Source: an optimization exercise on an open RTL-to-GDS flow (aim: small area, a short achievable clock period and few clock cycles per item). Production flows keep margins and buffers that such runs may drop. Function was checked by simulation only, so behaviour that the tests miss may differ from the original.

`design/flow/run.sh`:
```
#!/bin/bash
# synth_recipe.tcl (not shown) runs the flow's synth.tcl, then flattens the netlist and writes it again
# the make line also repeats each setting of config.mk as NAME=value (left out here)
make -C /OpenROAD-flow-scripts/flow DESIGN_CONFIG=/design/flow/config.mk WORK_HOME=/design/flow/orfs CLKGATE_MAP_FILE= SYNTH_SCRIPT=/design/flow/synth_recipe.tcl finish
```
`design/flow/config.mk`:
```
export PLATFORM = sky130hd
export DESIGN_NAME = fc_layer
export DESIGN_NICKNAME = fc_layer
export VERILOG_FILES = /design/flow/design.v
export SDC_FILE = /design/flow/constraint.sdc
export NUM_CORES = 4
export LEC_CHECK = 0
export CAP_MARGIN = 20
export CORE_AREA = 5 5 435 435
export DIE_AREA = 0 0 440 440
export SLEW_MARGIN = 20
export SYNTH_HIERARCHICAL = 1
export SYNTH_MINIMUM_KEEP_SIZE = 0
```
`design/flow/constraint.sdc`:
```
create_clock -name core_clock -period 10.0 [get_ports {clk}]
set_input_delay 2.0000 -clock core_clock [delete_from_list [all_inputs] [get_ports {clk}]]
set_output_delay 2.0000 -clock core_clock [all_outputs]
set_load 0.01 [all_outputs]
```
`design/flow/design.v`:
```
`timescale 1ns/1ps
module fc_layer #(
    parameter INPUT_SIZE  = 16,
    parameter OUTPUT_SIZE = 8,
    parameter DATA_WIDTH  = 8
)(
    input  logic                          clk,
    input  logic                          reset,
    input  logic                          start,
    output logic                          done,
    input  logic signed [INPUT_SIZE*DATA_WIDTH-1:0]  input_data_flat,
    input  logic signed [OUTPUT_SIZE*INPUT_SIZE*DATA_WIDTH-1:0] weights_flat,
    input  logic signed [OUTPUT_SIZE*DATA_WIDTH-1:0]            bias_flat,
    output logic signed [OUTPUT_SIZE*DATA_WIDTH-1:0] output_data_flat
);
    logic [1:0] k;
    logic       valid;    
    logic       first, last, en;
    assign first = (k == 2'd3);
    assign last  = (k == 2'd0);
    assign en    = !first || start;
    always_ff @(posedge clk or posedge reset) begin
        if (reset) begin
            k     <= 2'd3;
            done  <= 1'b0;
            valid <= 1'b0;
        end else begin
            if (en) k <= k - 2'd1;
            done <= last;
            if (last) valid <= 1'b1;
        end
    end
    logic [15:0] neg, one, two;
    always_comb begin
        for (int j = 0; j < 16; j++) begin
            logic b2, b1, b0;
            case (k)
                2'd3: begin b2 = input_data_flat[8*j+7]; b1 = input_data_flat[8*j+6]; b0 = input_data_flat[8*j+5]; end
                2'd2: begin b2 = input_data_flat[8*j+5]; b1 = input_data_flat[8*j+4]; b0 = input_data_flat[8*j+3]; end
                2'd1: begin b2 = input_data_flat[8*j+3]; b1 = input_data_flat[8*j+2]; b0 = input_data_flat[8*j+1]; end
                default: begin b2 = input_data_flat[8*j+1]; b1 = input_data_flat[8*j+0]; b0 = 1'b0; end
            endcase
            one[j] = b1 ^ b0;
            two[j] = (b2 & !b1 & !b0) | (!b2 & b1 & b0);
            neg[j] = b2 & !(b1 & b0);
        end
    end
    logic [4:0] e;
    fc_popcount u_pc (.n(neg), .e(e));
    localparam logic [15:0] K0 = 16'h02C0;
    logic [15:0] s_q [OUTPUT_SIZE];
    logic [15:0] c_q [OUTPUT_SIZE];
    for (genvar i = 0; i < OUTPUT_SIZE; i++) begin : g_out
        logic [143:0] pp;
        logic [15:0]  as_, ac_, bb, so, co;
        always_comb begin
            for (int j = 0; j < 16; j++) begin
                logic [8:0] w, wn;
                w  = {weights_flat[8*(16*i+j)+7], weights_flat[8*(16*i+j) +: 8]};
                wn = w ^ {9{neg[j]}};
                pp[9*j] = (one[j] & wn[0]) | (two[j] & neg[j]);
                for (int t = 1; t < 9; t++)
                    pp[9*j+t] = (one[j] & wn[t]) | (two[j] & wn[t-1]);
            end
            as_ = first ? K0 : {s_q[i][13:0], 2'b00};
            ac_ = first ? 16'h0000 : {c_q[i][13:0], 2'b00};
            bb  = last ? {{8{bias_flat[8*i+7]}}, bias_flat[8*i +: 8]} : 16'h0000;
        end
        fc_csa u_csa (.pp(pp), .as_(as_), .ac_(ac_), .bb(bb), .e(e), .so(so), .co(co));
        always_ff @(posedge clk) begin
            if (en) begin
                s_q[i] <= so;
                c_q[i] <= co;
            end
        end
        logic [15:0] acc;
        assign acc = s_q[i] + c_q[i];
        always_comb begin
            if (!valid)
                output_data_flat[8*i +: 8] = 8'h00;
            else if (!acc[15] && acc[14:7] != 8'h00)
                output_data_flat[8*i +: 8] = 8'h7f;
            else if (acc[15] && acc[14:7] != 8'hff)
                output_data_flat[8*i +: 8] = 8'h80;
            else
                output_data_flat[8*i +: 8] = acc[7:0];
        end
    end
endmodule
module fc_popcount (
  input  logic [15:0] n,
  output logic [4:0]  e
);
  wire ps1, pc2;
  fc_fa u_ps1 (.a(n[0]), .b(n[1]), .c(n[2]), .s(ps1), .co(pc2));
  wire ps3, pc4;
  fc_fa u_ps3 (.a(n[3]), .b(n[4]), .c(n[5]), .s(ps3), .co(pc4));
  wire ps5, pc6;
  fc_fa u_ps5 (.a(n[6]), .b(n[7]), .c(n[8]), .s(ps5), .co(pc6));
  wire ps7, pc8;
  fc_fa u_ps7 (.a(n[9]), .b(n[10]), .c(n[11]), .s(ps7), .co(pc8));
  wire ps9, pc10;
  fc_fa u_ps9 (.a(n[12]), .b(n[13]), .c(n[14]), .s(ps9), .co(pc10));
  wire ps11, pc12;
  fc_fa u_ps11 (.a(n[15]), .b(ps1), .c(ps3), .s(ps11), .co(pc12));
  wire ps13, pc14;
  fc_fa u_ps13 (.a(ps5), .b(ps7), .c(ps9), .s(ps13), .co(pc14));
  wire ps15, pc16;
  fc_ha u_ps15 (.a(ps11), .b(ps13), .s(ps15), .co(pc16));
  wire ps17, pc18;
  fc_fa u_ps17 (.a(pc2), .b(pc4), .c(pc6), .s(ps17), .co(pc18));
  wire ps19, pc20;
  fc_fa u_ps19 (.a(pc8), .b(pc10), .c(pc12), .s(ps19), .co(pc20));
  wire ps21, pc22;
  fc_fa u_ps21 (.a(pc14), .b(ps17), .c(pc16), .s(ps21), .co(pc22));
  wire ps23, pc24;
  fc_ha u_ps23 (.a(ps19), .b(ps21), .s(ps23), .co(pc24));
  wire ps25, pc26;
  fc_fa u_ps25 (.a(pc18), .b(pc20), .c(pc22), .s(ps25), .co(pc26));
  wire ps27, pc28;
  fc_ha u_ps27 (.a(pc24), .b(ps25), .s(ps27), .co(pc28));
  wire ps29, pc30;
  fc_ha u_ps29 (.a(pc26), .b(pc28), .s(ps29), .co(pc30));
  assign e[0] = ps15;
  assign e[1] = ps23;
  assign e[2] = ps27;
  assign e[3] = ps29;
  assign e[4] = pc30;
endmodule
module fc_csa (
  input  logic [143:0] pp,
  input  logic [15:0]  as_,
  input  logic [15:0]  ac_,
  input  logic [15:0]  bb,
  input  logic [4:0]   e,
  output logic [15:0]  so,
  output logic [15:0]  co
);
  wire ts1, tc2;
  fc_fa u_ts1 (.a(bb[0]), .b(pp[0]), .c(pp[9]), .s(ts1), .co(tc2));
  wire ts3, tc4;
  fc_fa u_ts3 (.a(pp[18]), .b(pp[27]), .c(pp[36]), .s(ts3), .co(tc4));
  wire ts5, tc6;
  fc_fa u_ts5 (.a(pp[45]), .b(pp[54]), .c(pp[63]), .s(ts5), .co(tc6));
  wire ts7, tc8;
  fc_fa u_ts7 (.a(pp[72]), .b(pp[81]), .c(pp[90]), .s(ts7), .co(tc8));
  wire ts9, tc10;
  fc_fa u_ts9 (.a(pp[99]), .b(pp[108]), .c(pp[117]), .s(ts9), .co(tc10));
  wire ts11, tc12;
  fc_fa u_ts11 (.a(pp[126]), .b(pp[135]), .c(ts1), .s(ts11), .co(tc12));
  wire ts13, tc14;
  fc_fa u_ts13 (.a(ts3), .b(ts5), .c(ts7), .s(ts13), .co(tc14));
  wire ts15, tc16;
  fc_fa u_ts15 (.a(ts9), .b(ts11), .c(ts13), .s(ts15), .co(tc16));
  wire ts17, tc18;
  fc_fa u_ts17 (.a(bb[1]), .b(pp[1]), .c(pp[10]), .s(ts17), .co(tc18));
  wire ts19, tc20;
  fc_fa u_ts19 (.a(pp[19]), .b(pp[28]), .c(pp[37]), .s(ts19), .co(tc20));
  wire ts21, tc22;
  fc_fa u_ts21 (.a(pp[46]), .b(pp[55]), .c(pp[64]), .s(ts21), .co(tc22));
  wire ts23, tc24;
  fc_fa u_ts23 (.a(pp[73]), .b(pp[82]), .c(pp[91]), .s(ts23), .co(tc24));
  wire ts25, tc26;
  fc_fa u_ts25 (.a(pp[100]), .b(pp[109]), .c(pp[118]), .s(ts25), .co(tc26));
  wire ts27, tc28;
  fc_fa u_ts27 (.a(pp[127]), .b(pp[136]), .c(tc2), .s(ts27), .co(tc28));
  wire ts29, tc30;
  fc_fa u_ts29 (.a(tc4), .b(tc6), .c(tc8), .s(ts29), .co(tc30));
  wire ts31, tc32;
  fc_fa u_ts31 (.a(tc10), .b(ts17), .c(ts19), .s(ts31), .co(tc32));
  wire ts33, tc34;
  fc_fa u_ts33 (.a(ts21), .b(ts23), .c(ts25), .s(ts33), .co(tc34));
  wire ts35, tc36;
  fc_fa u_ts35 (.a(tc12), .b(tc14), .c(ts27), .s(ts35), .co(tc36));
  wire ts37, tc38;
  fc_fa u_ts37 (.a(ts29), .b(ts31), .c(ts33), .s(ts37), .co(tc38));
  wire ts39, tc40;
  fc_fa u_ts39 (.a(tc16), .b(ts35), .c(ts37), .s(ts39), .co(tc40));
  wire ts41, tc42;
  fc_fa u_ts41 (.a(as_[2]), .b(ac_[2]), .c(bb[2]), .s(ts41), .co(tc42));
  wire ts43, tc44;
  fc_fa u_ts43 (.a(pp[2]), .b(pp[11]), .c(pp[20]), .s(ts43), .co(tc44));
  wire ts45, tc46;
  fc_fa u_ts45 (.a(pp[29]), .b(pp[38]), .c(pp[47]), .s(ts45), .co(tc46));
  wire ts47, tc48;
  fc_fa u_ts47 (.a(pp[56]), .b(pp[65]), .c(pp[74]), .s(ts47), .co(tc48));
  wire ts49, tc50;
  fc_fa u_ts49 (.a(pp[83]), .b(pp[92]), .c(pp[101]), .s(ts49), .co(tc50));
  wire ts51, tc52;
  fc_fa u_ts51 (.a(pp[110]), .b(pp[119]), .c(pp[128]), .s(ts51), .co(tc52));
  wire ts53, tc54;
  fc_fa u_ts53 (.a(pp[137]), .b(ts41), .c(tc18), .s(ts53), .co(tc54));
  wire ts55, tc56;
  fc_fa u_ts55 (.a(tc20), .b(tc22), .c(tc24), .s(ts55), .co(tc56));
  wire ts57, tc58;
  fc_fa u_ts57 (.a(tc26), .b(ts43), .c(ts45), .s(ts57), .co(tc58));
  wire ts59, tc60;
  fc_fa u_ts59 (.a(ts47), .b(ts49), .c(ts51), .s(ts59), .co(tc60));
  wire ts61, tc62;
  fc_fa u_ts61 (.a(tc28), .b(tc30), .c(tc32), .s(ts61), .co(tc62));
  wire ts63, tc64;
  fc_fa u_ts63 (.a(tc34), .b(ts53), .c(ts55), .s(ts63), .co(tc64));
  wire ts65, tc66;
  fc_fa u_ts65 (.a(ts57), .b(ts59), .c(tc36), .s(ts65), .co(tc66));
  wire ts67, tc68;
  fc_fa u_ts67 (.a(tc38), .b(ts61), .c(ts63), .s(ts67), .co(tc68));
  wire ts69, tc70;
  fc_fa u_ts69 (.a(ts65), .b(tc40), .c(ts67), .s(ts69), .co(tc70));
  wire ts71, tc72;
  fc_fa u_ts71 (.a(as_[3]), .b(ac_[3]), .c(bb[3]), .s(ts71), .co(tc72));
  wire ts73, tc74;
  fc_fa u_ts73 (.a(tc42), .b(pp[3]), .c(pp[12]), .s(ts73), .co(tc74));
  wire ts75, tc76;
  fc_fa u_ts75 (.a(pp[21]), .b(pp[30]), .c(pp[39]), .s(ts75), .co(tc76));
  wire ts77, tc78;
  fc_fa u_ts77 (.a(pp[48]), .b(pp[57]), .c(pp[66]), .s(ts77), .co(tc78));
  wire ts79, tc80;
  fc_fa u_ts79 (.a(pp[75]), .b(pp[84]), .c(pp[93]), .s(ts79), .co(tc80));
  wire ts81, tc82;
  fc_fa u_ts81 (.a(pp[102]), .b(pp[111]), .c(pp[120]), .s(ts81), .co(tc82));
  wire ts83, tc84;
  fc_fa u_ts83 (.a(pp[129]), .b(pp[138]), .c(ts71), .s(ts83), .co(tc84));
  wire ts85, tc86;
  fc_fa u_ts85 (.a(tc44), .b(tc46), .c(tc48), .s(ts85), .co(tc86));
  wire ts87, tc88;
  fc_fa u_ts87 (.a(tc50), .b(tc52), .c(ts73), .s(ts87), .co(tc88));
  wire ts89, tc90;
  fc_fa u_ts89 (.a(ts75), .b(ts77), .c(ts79), .s(ts89), .co(tc90));
  wire ts91, tc92;
  fc_fa u_ts91 (.a(ts81), .b(ts83), .c(tc54), .s(ts91), .co(tc92));
  wire ts93, tc94;
  fc_fa u_ts93 (.a(tc56), .b(tc58), .c(tc60), .s(ts93), .co(tc94));
  wire ts95, tc96;
  fc_fa u_ts95 (.a(ts85), .b(ts87), .c(ts89), .s(ts95), .co(tc96));
  wire ts97, tc98;
  fc_fa u_ts97 (.a(tc62), .b(tc64), .c(ts91), .s(ts97), .co(tc98));
  wire ts99, tc100;
  fc_fa u_ts99 (.a(ts93), .b(ts95), .c(tc66), .s(ts99), .co(tc100));
  wire ts101, tc102;
  fc_fa u_ts101 (.a(tc68), .b(ts97), .c(ts99), .s(ts101), .co(tc102));
  wire ts103, tc104;
  fc_ha u_ts103 (.a(tc70), .b(e[3]), .s(ts103), .co(tc104));
  wire ts105, tc106;
  fc_fa u_ts105 (.a(as_[4]), .b(ac_[4]), .c(bb[4]), .s(ts105), .co(tc106));
  wire ts107, tc108;
  fc_fa u_ts107 (.a(tc72), .b(pp[4]), .c(pp[13]), .s(ts107), .co(tc108));
  wire ts109, tc110;
  fc_fa u_ts109 (.a(pp[22]), .b(pp[31]), .c(pp[40]), .s(ts109), .co(tc110));
  wire ts111, tc112;
  fc_fa u_ts111 (.a(pp[49]), .b(pp[58]), .c(pp[67]), .s(ts111), .co(tc112));
  wire ts113, tc114;
  fc_fa u_ts113 (.a(pp[76]), .b(pp[85]), .c(pp[94]), .s(ts113), .co(tc114));
  wire ts115, tc116;
  fc_fa u_ts115 (.a(pp[103]), .b(pp[112]), .c(pp[121]), .s(ts115), .co(tc116));
  wire ts117, tc118;
  fc_fa u_ts117 (.a(pp[130]), .b(pp[139]), .c(ts105), .s(ts117), .co(tc118));
  wire ts119, tc120;
  fc_fa u_ts119 (.a(tc74), .b(tc76), .c(tc78), .s(ts119), .co(tc120));
  wire ts121, tc122;
  fc_fa u_ts121 (.a(tc80), .b(tc82), .c(tc84), .s(ts121), .co(tc122));
  wire ts123, tc124;
  fc_fa u_ts123 (.a(ts107), .b(ts109), .c(ts111), .s(ts123), .co(tc124));
  wire ts125, tc126;
  fc_fa u_ts125 (.a(ts113), .b(ts115), .c(ts117), .s(ts125), .co(tc126));
  wire ts127, tc128;
  fc_fa u_ts127 (.a(tc86), .b(tc88), .c(tc90), .s(ts127), .co(tc128));
  wire ts129, tc130;
  fc_fa u_ts129 (.a(ts119), .b(ts121), .c(ts123), .s(ts129), .co(tc130));
  wire ts131, tc132;
  fc_fa u_ts131 (.a(ts125), .b(tc92), .c(tc94), .s(ts131), .co(tc132));
  wire ts133, tc134;
  fc_fa u_ts133 (.a(tc96), .b(ts127), .c(ts129), .s(ts133), .co(tc134));
  wire ts135, tc136;
  fc_fa u_ts135 (.a(tc98), .b(ts131), .c(ts133), .s(ts135), .co(tc136));
  wire ts137, tc138;
  fc_fa u_ts137 (.a(tc100), .b(ts135), .c(e[4]), .s(ts137), .co(tc138));
  wire ts139, tc140;
  fc_ha u_ts139 (.a(tc102), .b(tc104), .s(ts139), .co(tc140));
  wire ts141, tc142;
  fc_fa u_ts141 (.a(as_[5]), .b(ac_[5]), .c(bb[5]), .s(ts141), .co(tc142));
  wire ts143, tc144;
  fc_fa u_ts143 (.a(tc106), .b(pp[5]), .c(pp[14]), .s(ts143), .co(tc144));
  wire ts145, tc146;
  fc_fa u_ts145 (.a(pp[23]), .b(pp[32]), .c(pp[41]), .s(ts145), .co(tc146));
  wire ts147, tc148;
  fc_fa u_ts147 (.a(pp[50]), .b(pp[59]), .c(pp[68]), .s(ts147), .co(tc148));
  wire ts149, tc150;
  fc_fa u_ts149 (.a(pp[77]), .b(pp[86]), .c(pp[95]), .s(ts149), .co(tc150));
  wire ts151, tc152;
  fc_fa u_ts151 (.a(pp[104]), .b(pp[113]), .c(pp[122]), .s(ts151), .co(tc152));
  wire ts153, tc154;
  fc_fa u_ts153 (.a(pp[131]), .b(pp[140]), .c(ts141), .s(ts153), .co(tc154));
  wire ts155, tc156;
  fc_fa u_ts155 (.a(tc108), .b(tc110), .c(tc112), .s(ts155), .co(tc156));
  wire ts157, tc158;
  fc_fa u_ts157 (.a(tc114), .b(tc116), .c(tc118), .s(ts157), .co(tc158));
  wire ts159, tc160;
  fc_fa u_ts159 (.a(ts143), .b(ts145), .c(ts147), .s(ts159), .co(tc160));
  wire ts161, tc162;
  fc_fa u_ts161 (.a(ts149), .b(ts151), .c(ts153), .s(ts161), .co(tc162));
  wire ts163, tc164;
  fc_fa u_ts163 (.a(tc120), .b(tc122), .c(tc124), .s(ts163), .co(tc164));
  wire ts165, tc166;
  fc_fa u_ts165 (.a(tc126), .b(ts155), .c(ts157), .s(ts165), .co(tc166));
  wire ts167, tc168;
  fc_fa u_ts167 (.a(ts159), .b(ts161), .c(tc128), .s(ts167), .co(tc168));
  wire ts169, tc170;
  fc_fa u_ts169 (.a(tc130), .b(ts163), .c(ts165), .s(ts169), .co(tc170));
  wire ts171, tc172;
  fc_fa u_ts171 (.a(tc132), .b(ts167), .c(tc134), .s(ts171), .co(tc172));
  wire ts173, tc174;
  fc_fa u_ts173 (.a(ts169), .b(tc136), .c(ts171), .s(ts173), .co(tc174));
  wire ts175, tc176;
  fc_ha u_ts175 (.a(ts173), .b(tc138), .s(ts175), .co(tc176));
  wire ts177, tc178;
  fc_fa u_ts177 (.a(as_[6]), .b(ac_[6]), .c(bb[6]), .s(ts177), .co(tc178));
  wire ts179, tc180;
  fc_fa u_ts179 (.a(tc142), .b(pp[6]), .c(pp[15]), .s(ts179), .co(tc180));
  wire ts181, tc182;
  fc_fa u_ts181 (.a(pp[24]), .b(pp[33]), .c(pp[42]), .s(ts181), .co(tc182));
  wire ts183, tc184;
  fc_fa u_ts183 (.a(pp[51]), .b(pp[60]), .c(pp[69]), .s(ts183), .co(tc184));
  wire ts185, tc186;
  fc_fa u_ts185 (.a(pp[78]), .b(pp[87]), .c(pp[96]), .s(ts185), .co(tc186));
  wire ts187, tc188;
  fc_fa u_ts187 (.a(pp[105]), .b(pp[114]), .c(pp[123]), .s(ts187), .co(tc188));
  wire ts189, tc190;
  fc_fa u_ts189 (.a(pp[132]), .b(pp[141]), .c(ts177), .s(ts189), .co(tc190));
  wire ts191, tc192;
  fc_fa u_ts191 (.a(tc144), .b(tc146), .c(tc148), .s(ts191), .co(tc192));
  wire ts193, tc194;
  fc_fa u_ts193 (.a(tc150), .b(tc152), .c(tc154), .s(ts193), .co(tc194));
  wire ts195, tc196;
  fc_fa u_ts195 (.a(ts179), .b(ts181), .c(ts183), .s(ts195), .co(tc196));
  wire ts197, tc198;
  fc_fa u_ts197 (.a(ts185), .b(ts187), .c(ts189), .s(ts197), .co(tc198));
  wire ts199, tc200;
  fc_fa u_ts199 (.a(tc156), .b(tc158), .c(tc160), .s(ts199), .co(tc200));
  wire ts201, tc202;
  fc_fa u_ts201 (.a(tc162), .b(ts191), .c(ts193), .s(ts201), .co(tc202));
  wire ts203, tc204;
  fc_fa u_ts203 (.a(ts195), .b(ts197), .c(tc164), .s(ts203), .co(tc204));
  wire ts205, tc206;
  fc_fa u_ts205 (.a(tc166), .b(ts199), .c(ts201), .s(ts205), .co(tc206));
  wire ts207, tc208;
  fc_fa u_ts207 (.a(tc168), .b(tc170), .c(ts203), .s(ts207), .co(tc208));
  wire ts209, tc210;
  fc_fa u_ts209 (.a(ts205), .b(tc172), .c(ts207), .s(ts209), .co(tc210));
  wire ts211, tc212;
  fc_ha u_ts211 (.a(ts209), .b(tc174), .s(ts211), .co(tc212));
  wire ts213, tc214;
  fc_fa u_ts213 (.a(as_[7]), .b(ac_[7]), .c(bb[7]), .s(ts213), .co(tc214));
  wire ts215, tc216;
  fc_fa u_ts215 (.a(tc178), .b(pp[7]), .c(pp[16]), .s(ts215), .co(tc216));
  wire ts217, tc218;
  fc_fa u_ts217 (.a(pp[25]), .b(pp[34]), .c(pp[43]), .s(ts217), .co(tc218));
  wire ts219, tc220;
  fc_fa u_ts219 (.a(pp[52]), .b(pp[61]), .c(pp[70]), .s(ts219), .co(tc220));
  wire ts221, tc222;
  fc_fa u_ts221 (.a(pp[79]), .b(pp[88]), .c(pp[97]), .s(ts221), .co(tc222));
  wire ts223, tc224;
  fc_fa u_ts223 (.a(pp[106]), .b(pp[115]), .c(pp[124]), .s(ts223), .co(tc224));
  wire ts225, tc226;
  fc_fa u_ts225 (.a(pp[133]), .b(pp[142]), .c(ts213), .s(ts225), .co(tc226));
  wire ts227, tc228;
  fc_fa u_ts227 (.a(tc180), .b(tc182), .c(tc184), .s(ts227), .co(tc228));
  wire ts229, tc230;
  fc_fa u_ts229 (.a(tc186), .b(tc188), .c(tc190), .s(ts229), .co(tc230));
  wire ts231, tc232;
  fc_fa u_ts231 (.a(ts215), .b(ts217), .c(ts219), .s(ts231), .co(tc232));
  wire ts233, tc234;
  fc_fa u_ts233 (.a(ts221), .b(ts223), .c(ts225), .s(ts233), .co(tc234));
  wire ts235, tc236;
  fc_fa u_ts235 (.a(tc192), .b(tc194), .c(tc196), .s(ts235), .co(tc236));
  wire ts237, tc238;
  fc_fa u_ts237 (.a(tc198), .b(ts227), .c(ts229), .s(ts237), .co(tc238));
  wire ts239, tc240;
  fc_fa u_ts239 (.a(ts231), .b(ts233), .c(tc200), .s(ts239), .co(tc240));
  wire ts241, tc242;
  fc_fa u_ts241 (.a(tc202), .b(ts235), .c(ts237), .s(ts241), .co(tc242));
  wire ts243, tc244;
  fc_fa u_ts243 (.a(tc204), .b(tc206), .c(ts239), .s(ts243), .co(tc244));
  wire ts245, tc246;
  fc_fa u_ts245 (.a(ts241), .b(tc208), .c(ts243), .s(ts245), .co(tc246));
  wire ts247, tc248;
  fc_ha u_ts247 (.a(tc210), .b(ts245), .s(ts247), .co(tc248));
  wire ts249, tc250;
  fc_fa u_ts249 (.a(as_[8]), .b(ac_[8]), .c(bb[8]), .s(ts249), .co(tc250));
  wire ts251, tc252;
  fc_fa u_ts251 (.a(tc214), .b(~pp[8]), .c(~pp[17]), .s(ts251), .co(tc252));
  wire ts253, tc254;
  fc_fa u_ts253 (.a(~pp[26]), .b(~pp[35]), .c(~pp[44]), .s(ts253), .co(tc254));
  wire ts255, tc256;
  fc_fa u_ts255 (.a(~pp[53]), .b(~pp[62]), .c(~pp[71]), .s(ts255), .co(tc256));
  wire ts257, tc258;
  fc_fa u_ts257 (.a(~pp[80]), .b(~pp[89]), .c(~pp[98]), .s(ts257), .co(tc258));
  wire ts259, tc260;
  fc_fa u_ts259 (.a(~pp[107]), .b(~pp[116]), .c(~pp[125]), .s(ts259), .co(tc260));
  wire ts261, tc262;
  fc_fa u_ts261 (.a(~pp[134]), .b(~pp[143]), .c(ts249), .s(ts261), .co(tc262));
  wire ts263, tc264;
  fc_fa u_ts263 (.a(tc216), .b(tc218), .c(tc220), .s(ts263), .co(tc264));
  wire ts265, tc266;
  fc_fa u_ts265 (.a(tc222), .b(tc224), .c(tc226), .s(ts265), .co(tc266));
  wire ts267, tc268;
  fc_fa u_ts267 (.a(ts251), .b(ts253), .c(ts255), .s(ts267), .co(tc268));
  wire ts269, tc270;
  fc_fa u_ts269 (.a(ts257), .b(ts259), .c(ts261), .s(ts269), .co(tc270));
  wire ts271, tc272;
  fc_fa u_ts271 (.a(tc228), .b(tc230), .c(tc232), .s(ts271), .co(tc272));
  wire ts273, tc274;
  fc_fa u_ts273 (.a(tc234), .b(ts263), .c(ts265), .s(ts273), .co(tc274));
  wire ts275, tc276;
  fc_fa u_ts275 (.a(ts267), .b(ts269), .c(tc236), .s(ts275), .co(tc276));
  wire ts277, tc278;
  fc_fa u_ts277 (.a(tc238), .b(ts271), .c(ts273), .s(ts277), .co(tc278));
  wire ts279, tc280;
  fc_fa u_ts279 (.a(tc240), .b(tc242), .c(ts275), .s(ts279), .co(tc280));
  wire ts281, tc282;
  fc_fa u_ts281 (.a(ts277), .b(tc244), .c(ts279), .s(ts281), .co(tc282));
  wire ts283, tc284;
  fc_ha u_ts283 (.a(tc246), .b(ts281), .s(ts283), .co(tc284));
  wire ts285, tc286;
  fc_fa u_ts285 (.a(as_[9]), .b(ac_[9]), .c(bb[9]), .s(ts285), .co(tc286));
  wire ts287, tc288;
  fc_fa u_ts287 (.a(tc250), .b(ts285), .c(tc252), .s(ts287), .co(tc288));
  wire ts289, tc290;
  fc_fa u_ts289 (.a(tc254), .b(tc256), .c(tc258), .s(ts289), .co(tc290));
  wire ts291, tc292;
  fc_fa u_ts291 (.a(tc260), .b(tc262), .c(tc264), .s(ts291), .co(tc292));
  wire ts293, tc294;
  fc_fa u_ts293 (.a(tc266), .b(tc268), .c(tc270), .s(ts293), .co(tc294));
  wire ts295, tc296;
  fc_fa u_ts295 (.a(ts287), .b(ts289), .c(tc272), .s(ts295), .co(tc296));
  wire ts297, tc298;
  fc_fa u_ts297 (.a(tc274), .b(ts291), .c(ts293), .s(ts297), .co(tc298));
  wire ts299, tc300;
  fc_fa u_ts299 (.a(tc276), .b(tc278), .c(ts295), .s(ts299), .co(tc300));
  wire ts301, tc302;
  fc_fa u_ts301 (.a(ts297), .b(tc280), .c(ts299), .s(ts301), .co(tc302));
  wire ts303, tc304;
  fc_ha u_ts303 (.a(tc282), .b(ts301), .s(ts303), .co(tc304));
  wire ts305, tc306;
  fc_fa u_ts305 (.a(as_[10]), .b(ac_[10]), .c(bb[10]), .s(ts305), .co(tc306));
  wire ts307, tc308;
  fc_fa u_ts307 (.a(tc286), .b(ts305), .c(tc288), .s(ts307), .co(tc308));
  wire ts309, tc310;
  fc_fa u_ts309 (.a(tc290), .b(tc292), .c(tc294), .s(ts309), .co(tc310));
  wire ts311, tc312;
  fc_fa u_ts311 (.a(ts307), .b(tc296), .c(tc298), .s(ts311), .co(tc312));
  wire ts313, tc314;
  fc_fa u_ts313 (.a(ts309), .b(tc300), .c(ts311), .s(ts313), .co(tc314));
  wire ts315, tc316;
  fc_ha u_ts315 (.a(tc302), .b(ts313), .s(ts315), .co(tc316));
  wire ts317, tc318;
  fc_fa u_ts317 (.a(as_[11]), .b(ac_[11]), .c(bb[11]), .s(ts317), .co(tc318));
  wire ts319, tc320;
  fc_fa u_ts319 (.a(tc306), .b(ts317), .c(tc308), .s(ts319), .co(tc320));
  wire ts321, tc322;
  fc_fa u_ts321 (.a(tc310), .b(ts319), .c(tc312), .s(ts321), .co(tc322));
  wire ts323, tc324;
  fc_ha u_ts323 (.a(tc314), .b(ts321), .s(ts323), .co(tc324));
  wire ts325, tc326;
  fc_fa u_ts325 (.a(as_[12]), .b(ac_[12]), .c(bb[12]), .s(ts325), .co(tc326));
  wire ts327, tc328;
  fc_fa u_ts327 (.a(tc318), .b(ts325), .c(tc320), .s(ts327), .co(tc328));
  wire ts329, tc330;
  fc_ha u_ts329 (.a(ts327), .b(tc322), .s(ts329), .co(tc330));
  wire ts331, tc332;
  fc_fa u_ts331 (.a(as_[13]), .b(ac_[13]), .c(bb[13]), .s(ts331), .co(tc332));
  wire ts333, tc334;
  fc_fa u_ts333 (.a(tc326), .b(ts331), .c(tc328), .s(ts333), .co(tc334));
  wire ts335, tc336;
  fc_fa u_ts335 (.a(as_[14]), .b(ac_[14]), .c(bb[14]), .s(ts335), .co(tc336));
  wire ts337, tc338;
  fc_ha u_ts337 (.a(tc332), .b(ts335), .s(ts337), .co(tc338));
  wire ts339, tc340;
  fc_fa u_ts339 (.a(as_[15]), .b(ac_[15]), .c(bb[15]), .s(ts339), .co(tc340));
  wire ts341, tc342;
  fc_ha u_ts341 (.a(tc336), .b(ts339), .s(ts341), .co(tc342));
  assign so[0] = e[0];
  assign co[0] = ts15;
  assign so[1] = e[1];
  assign co[1] = ts39;
  assign so[2] = e[2];
  assign co[2] = ts69;
  assign so[3] = ts101;
  assign co[3] = ts103;
  assign so[4] = ts137;
  assign co[4] = ts139;
  assign so[5] = tc140;
  assign co[5] = ts175;
  assign so[6] = tc176;
  assign co[6] = ts211;
  assign so[7] = tc212;
  assign co[7] = ts247;
  assign so[8] = tc248;
  assign co[8] = ts283;
  assign so[9] = tc284;
  assign co[9] = ts303;
  assign so[10] = tc304;
  assign co[10] = ts315;
  assign so[11] = tc316;
  assign co[11] = ts323;
  assign so[12] = tc324;
  assign co[12] = ts329;
  assign so[13] = tc330;
  assign co[13] = ts333;
  assign so[14] = tc334;
  assign co[14] = ts337;
  assign so[15] = tc338;
  assign co[15] = ts341;
endmodule
module fc_fa (
  input  logic a, b, c,
  output logic s, co
);
  assign s  = a ^ b ^ c;
  assign co = (a & b) | (a & c) | (b & c);
endmodule
module fc_ha (
  input  logic a, b,
  output logic s, co
);
  assign s  = a ^ b;
  assign co = a & b;
endmodule
```
==> impl_metrics.ini <==
[synthesis]
post_synth_inst_count = 6172
syn_area_per_cell_um2 = 10.6
synth_area_mm2 = 0.0652
ys_warn_count = 9
synth_nets = 8922

[hold_path]
hold_depth = 2
min_from = k[1]$_DFFE_PP1P_
min_to = k[1]$_DFFE_PP1P_
hp-class = flop to flop

[worst_setup_path]
slowest_stage = o21ai_0
path_cells = clkdlybuf4s50_1 > a222oi_1 > nand2_1 > o21a_1 > ha_1 > nor2_4 > buf_4 > xnor2_1 > o21ai_0 > fa_1 > fa_1 > fa_1 > fa_1 > fa_1 > fa_1 > ha_1
crit_required_ns = 10.32
cp_slowest_stage_delay_ns = 0.76
cp.arrival_ns = 8.61
reg2reg_to = c_q[7][5]$_DFFE_PP_
critPathMostFrequentCell = fa_1
reg2regPathDepth = 18
rr_startpoint = k[0]$_DFFE_PP1P_
cp-start-kind = input port
worstPathMaxFanout = 22
path_class = input port to flop
r2r_slack_ns = 2.04
end_kind = flop

[floorplanning]
initial_core_util = 0.355
die_x_um = 440
die_h_um = 440
die_area_mm2 = 0.194
num_rows = 157
pin_count = 1284
fp.coreArea_mm2 = 0.183

[detailed_routing]
num_vias = 59700
drc_errors = 0
routed_via_density = 6.26
routedWlPerCell_um = 41.2
firstDrtPassIters = 6
antenna_left = 0
drt_iter0_markers = 7730
routed_wl_mm = 393

[grt]
grt_pass1_vias = 62300
use_met2 = 0.595
grtUsageMet1 = 0.494
grt_usage = 0.394
antenna_found_initial = 105
grt_max_degree = 160
use_met3 = 0.122
overflow = 0
busiest_layer = met2
grt_first_pass_wirelength_mm = 520

[place]
dp.cells = 9379
dp_hpwl_mm = 319
gp_congestion = 1.02
port_buffers = 1283

[timing]
clock_skew_ns = 0.0269
max_freq_ghz = 0.121
slew_violations = 0
max_slew.worst_pin.slew_ns = 1.24
fin_crit_sh = 0.829
maxSlewHeadroom = 0.171
setup_viol = 0
setup_tns_ns = 0
post-route-min-period_ns = 8.29
finalHoldViolations = 0
rsz0062_at_grt = no

[layout]
register_area_mm2 = 0.00779
layout_commonest_cell = fa_1
nets = 9705
nFillCells = 17700
drive_above_1_share = 0.0480
final_cell_count_no_fill = 9538
multi_input_area_mm2 = 0.0534
fin_util = 0.441
syn2layout_area_growth_pct = 24.0
layout_common_cells = 1,291 x fa_1, 1,283 x clkdlybuf4s50_1, 1,078 x xnor2_1

[cts]
cts_sinks = 260
cts_tree = built
clockBufferDepth = 3
cts_buffers = 36
cts_hold_buf = 0
clk_pin_slew_ns = 0.06
clk_latency_ns = 0.59
cts_setup_buffers = 0
root_buffer = clkbuf_16
htreeDepth = 2
cts-resized-gates = 0

[run]
cap_violations = 0

[run_status]
status = complete, no violations
## flip-flops by register name, indices dropped and copies added, names as in the netlist
name   count
done       1
k          2
s_q      128
c_q      128
valid      1
## stage by stage
step | hold slack [ns] | worst slack [ns] | area [um^2]
global route | 0.577 | 1.69 | 80700
global placement | 0.526 | 1.12 | 79300
detailed placement | 0.538 | 1.28 | 79400
floorplan | 0.499 | 1.14 | 65200
finish | 0.547 | 1.71 | 80800
CTS | 0.545 | 1.88 | 80500
## worst max-delay path: cells and delay by family
kind	cells	cell delay, ns
adders and majority gates	8	3.33
AOI/OAI and AO/OA	3	1.43
buffers and inverters	2	0.91
and+or+nand+nor	2	0.52
xor gates and xnor gates	1	0.37
## worst max path at each step
| stage | startpoint | end | slack [ns] |
|---|---|---|---|
| after floorplan | start | c_q[0][0]$_DFFE_PP_ | 1.14 |
| after global placement | input_data_flat[71] | c_q[3][5]$_DFFE_PP_ | 1.12 |
| after detailed placement | input_data_flat[60] | c_q[2][5]$_DFFE_PP_ | 1.28 |
| after CTS | input_data_flat[60] | c_q[2][5]$_DFFE_PP_ | 1.88 |
| after global routing | input_data_flat[60] | c_q[2][5]$_DFFE_PP_ | 1.69 |
| final | input_data_flat[60] | c_q[2][4]$_DFFE_PP_ | 1.71 |
## layout make-up
type,count,area share
inverter,206,0.0101
tap,2464,0.0381
timing repair buffer,1418,0.177
clock buffer,43,0.0120
multi-input combinational,5033,0.661
clock inverter,22,0.00245
sequential,260,0.0964
antenna,92,0.00285
## routing by layer
metal  vias to the layer above  part of all wire
met5                         -           0.00073
met4                        28             0.072
met3                      1100              0.11
met1                     30800              0.37
li1                      23000                 -
met2                      4761              0.44
Testbench counts, summed over its fixed seeds: cycles 1,920, inferences 384.

[separate check: timing with driven ports]
Ports are ideal in the flow. The routed layout listed here was re-timed in OpenROAD.
Step 1 assumes that a clkbuf_16 drives the clock port and a buf_2 every other input.
Step 2, shift: input delay + t, output delay - t, t = (earliest + latest rising clock arrival at the registers) / 2. This alone moves slack from input paths to output paths.
a / b / c = ideal ports / drivers / drivers and shift; a / b = the first two.
shift t [ns]: 0.669
setup slack, ns: 1.708 / 1.775 / 1.107
cell pins on the clock port's net: 1
After both steps setup and hold are still met in this run. For this run, drivers alone change the setup slack by +0.067 ns; drivers and shift together by -0.601 ns.
